Source: an optimization exercise on an open RTL-to-GDS flow (aim: small area). Production flows keep margins and buffers that such runs may drop.
In this exercise RTL edits were held to simulation tests only and were not proved equivalent to the original.
No activity file was given, so power comes from the tool's default toggle rates.

Design simon_pipeline, start of the top module:
module simon_pipeline(
    input  [31:0] plaintext,
    input  [63:0] keytext,
    input         clk, rst,
    output reg [31:0] ciphertext
);
Size: ~3,900 cells after synthesis, about 1,500 flip-flops, roughly 130 I/O pins.
clock: 5.0 ns
lec_check: 0
cap_margin: 5
core_margin: 2
core_utilization: 60
place_density: 0.75
slew_margin: 5
standard.sh (not shown) runs the stock make flow with config.mk's settings and CLKGATE_MAP_FILE= SYNTH_SCRIPT=/design/flow/synth_recipe.tcl, a recipe that flattens the netlist after the stock synthesis.
==> flow/flow/run.sh <==
#!/bin/bash
# Standard ORFS layout with two changes: ports are buffered with buf_1, and
# CTS builds its tree without dummy balancing loads.
set -euo pipefail
export BUFFER_PORTS_ARGS="-buffer_cell sky130_fd_sc_hd__buf_1"
export CTS_ARGS="-sink_clustering_enable -repair_clock_nets -dont_use_dummy_load -buf_list sky130_fd_sc_hd__clkbuf_8 -sink_clustering_size 20 -sink_clustering_max_diameter 65"
bash standard.sh finish > standard_finish.log 2>&1
The starting point produced a clean layout.
Then changed:
==> flow/flow/run.sh (replaced) <==
#!/bin/bash
# Standard ORFS layout with two changes: ports are buffered with buf_1, and
# CTS builds its tree without dummy balancing loads.
set -euo pipefail
export BUFFER_PORTS_ARGS="-buffer_cell sky130_fd_sc_hd__buf_1"
export CTS_ARGS="-sink_clustering_enable -repair_clock_nets -dont_use_dummy_load -buf_list sky130_fd_sc_hd__clkbuf_8 -sink_clustering_size 19 -sink_clustering_max_diameter 60"
bash standard.sh finish > standard_finish.log 2>&1
- CORE_UTILIZATION: 60 -> 70
- PLACE_DENSITY: 0.75 -> 0.85
Flip-flop and latch count is unchanged.
Hold slack gets better by 0.039 ns.
Global-route usage went up by 4.4 points.

simon_pipeline, a different RTL version from the one above (not shown whole).
For scale: roughly 1600 flip-flops, roughly 130 I/O pins.
==> flow/config.mk <==
export PLATFORM = sky130hd
export DESIGN_NAME = simon_pipeline
export DESIGN_NICKNAME = simon_pipeline
export VERILOG_FILES = /design/flow/design.v
export SDC_FILE = /design/flow/constraint.sdc
export NUM_CORES = 4
export LEC_CHECK = 0
export CAP_MARGIN = 20
export CORE_MARGIN = 2
export CORE_UTILIZATION = 40
export CTS_BUF_LIST = sky130_fd_sc_hd__clkbuf_8
export CTS_CLUSTER_DIAMETER = 40
export CTS_CLUSTER_SIZE = 14
export PLACE_DENSITY = 0.6
export SLEW_MARGIN = 20
==> flow/constraint.sdc <==
create_clock -name core_clock -period 5.0 [get_ports {clk}]
set_input_delay 1.0000 -clock core_clock [delete_from_list [all_inputs] [get_ports {clk}]]
set_output_delay 1.0000 -clock core_clock [all_outputs]
set_load 0.01 [all_outputs]
run.sh (not shown) runs the stock make flow with config.mk's settings and CLKGATE_MAP_FILE= SYNTH_SCRIPT=/design/flow/synth_recipe.tcl, a recipe that flattens the netlist after the stock synthesis.
Stock flow here: none of the scripts above is used.
Change:
==> flow/flow/run.sh (new file) <==
#!/bin/bash
# Standard ORFS layout with two changes: ports are buffered with buf_1, and
# CTS builds its tree without dummy balancing loads from clkbuf cells.
set -euo pipefail
export BUFFER_PORTS_ARGS="-buffer_cell sky130_fd_sc_hd__buf_1"
export CTS_ARGS="-sink_clustering_enable -repair_clock_nets -dont_use_dummy_load -buf_list sky130_fd_sc_hd__clkbuf_16 -sink_clustering_size 30 -sink_clustering_max_diameter 60"
bash standard.sh finish > standard_finish.log 2>&1
==> flow/standard.sh (new file) <==
#!/bin/bash
# synth_recipe.tcl (not shown) runs the flow's synth.tcl, then flattens the netlist and writes it again
# the make line also repeats each setting of config.mk as NAME=value (left out here)
make -C /OpenROAD-flow-scripts/flow DESIGN_CONFIG=/design/flow/config.mk WORK_HOME=/design/flow/orfs CLKGATE_MAP_FILE= SYNTH_SCRIPT=/design/flow/synth_recipe.tcl "${@:-finish}"
Settings changed: CTS_BUF_LIST sky130_fd_sc_hd__clkbuf_8 to unset, CTS_CLUSTER_DIAMETER 40 to unset, CTS_CLUSTER_SIZE 14 to unset.
removed: flow/run.sh
Synthesized cell count is unchanged; final area is lower by a few percent; hold slack gets worse by 0.058 ns; area after synthesis does not change; maximum frequency is lower by a few percent; register-to-register slack gets worse by 0.12 ns.
Change:
==> flow/run.sh (new file) <==
#!/bin/bash
# synth_recipe.tcl (not shown) runs the flow's synth.tcl, then flattens the netlist and writes it again
# the make line also repeats each setting of config.mk as NAME=value (left out here)
make -C /OpenROAD-flow-scripts/flow DESIGN_CONFIG=/design/flow/config.mk WORK_HOME=/design/flow/orfs CLKGATE_MAP_FILE= SYNTH_SCRIPT=/design/flow/synth_recipe.tcl finish
removed: flow/flow/run.sh
removed: flow/standard.sh
The changed run completed with no timing, DRC or antenna violations.
Non-clock buffer count climbs by 6.
Power climbs by 11%.
Sequential share of layout area drops by 3.6 points.
Cell count climbs by 3.4%.
Worst setup slack improves by 0.12 ns.
Synthesized cell count stays the same.
Maximum frequency climbs by 4.1%.
Clock-buffer cell count climbs by 119.
Change:
Settings changed: ABC_AREA set to 1.
Outcome:
- worst setup slack gets better by 0.033 ns
- first-iteration DRC count goes up by 3.4%
- final area barely changes
- total power goes down by 2.5%
- hold slack barely changes
- routed wire length goes down by about 3%
- sequential share of layout area hardly moves
Change:
Settings changed: ABC_AREA 1 to unset, CTS_BUF_LIST set to sky130_fd_sc_hd__clkbuf_16, CTS_CLUSTER_DIAMETER set to 60, CTS_CLUSTER_SIZE set to 30.
- The new run ran to the end with no violations
- cell area went down by a few percent
- critical path depth went up by 1
- worst setup slack hardly moves
- die area went down slightly
- core utilization went down by 0.99 points

separate check: timing with driven ports:
The results above use ideal ports. As a check the final layouts listed here were re-extracted and re-timed, cells and wires unchanged.
Step 1, drivers: a clkbuf_16 drives clk and a buf_2 each remaining input, both assumed.
Step 2 also shifts input and output timing later by t, the mid clock arrival at the registers, as if the neighbouring blocks saw the same clock.
Slacks: ideal / step 1 / step 2; pairs: ideal / step 1.
run | shift t [ns] | setup WS [ns] | worst hold slack (ns)
the first run of note 1 | 0.789 | 1.908 / 1.908 / 1.849 | 0.305 / 0.266 / 0.400
the second run of note 1 | 0.784 | 2.099 / 2.099 / 1.989 | 0.343 / 0.300 / 0.410
the first run of note 2 | 0.939 | 2.014 / 2.014 / 1.681 | 0.410 / 0.410 / 0.410
the second run of note 2 | 0.766 | 1.889 / 1.889 / 1.889 | 0.352 / 0.307 / 0.403
the third run of note 2 | 0.834 | 2.011 / 2.011 / 1.700 | 0.403 / 0.403 / 0.403
the fourth run of note 2 | 0.828 | 2.044 / 2.058 / 1.231 | 0.401 / 0.401 / 0.401
the fifth run of note 2 | 0.803 | 2.042 / 2.042 / 1.734 | 0.408 / 0.408 / 0.408
After both steps every run listed still meets setup and hold. For the fourth run of note 2, which loses most, drivers alone change the setup slack by +0.014 ns; drivers and shift together by -0.813 ns.
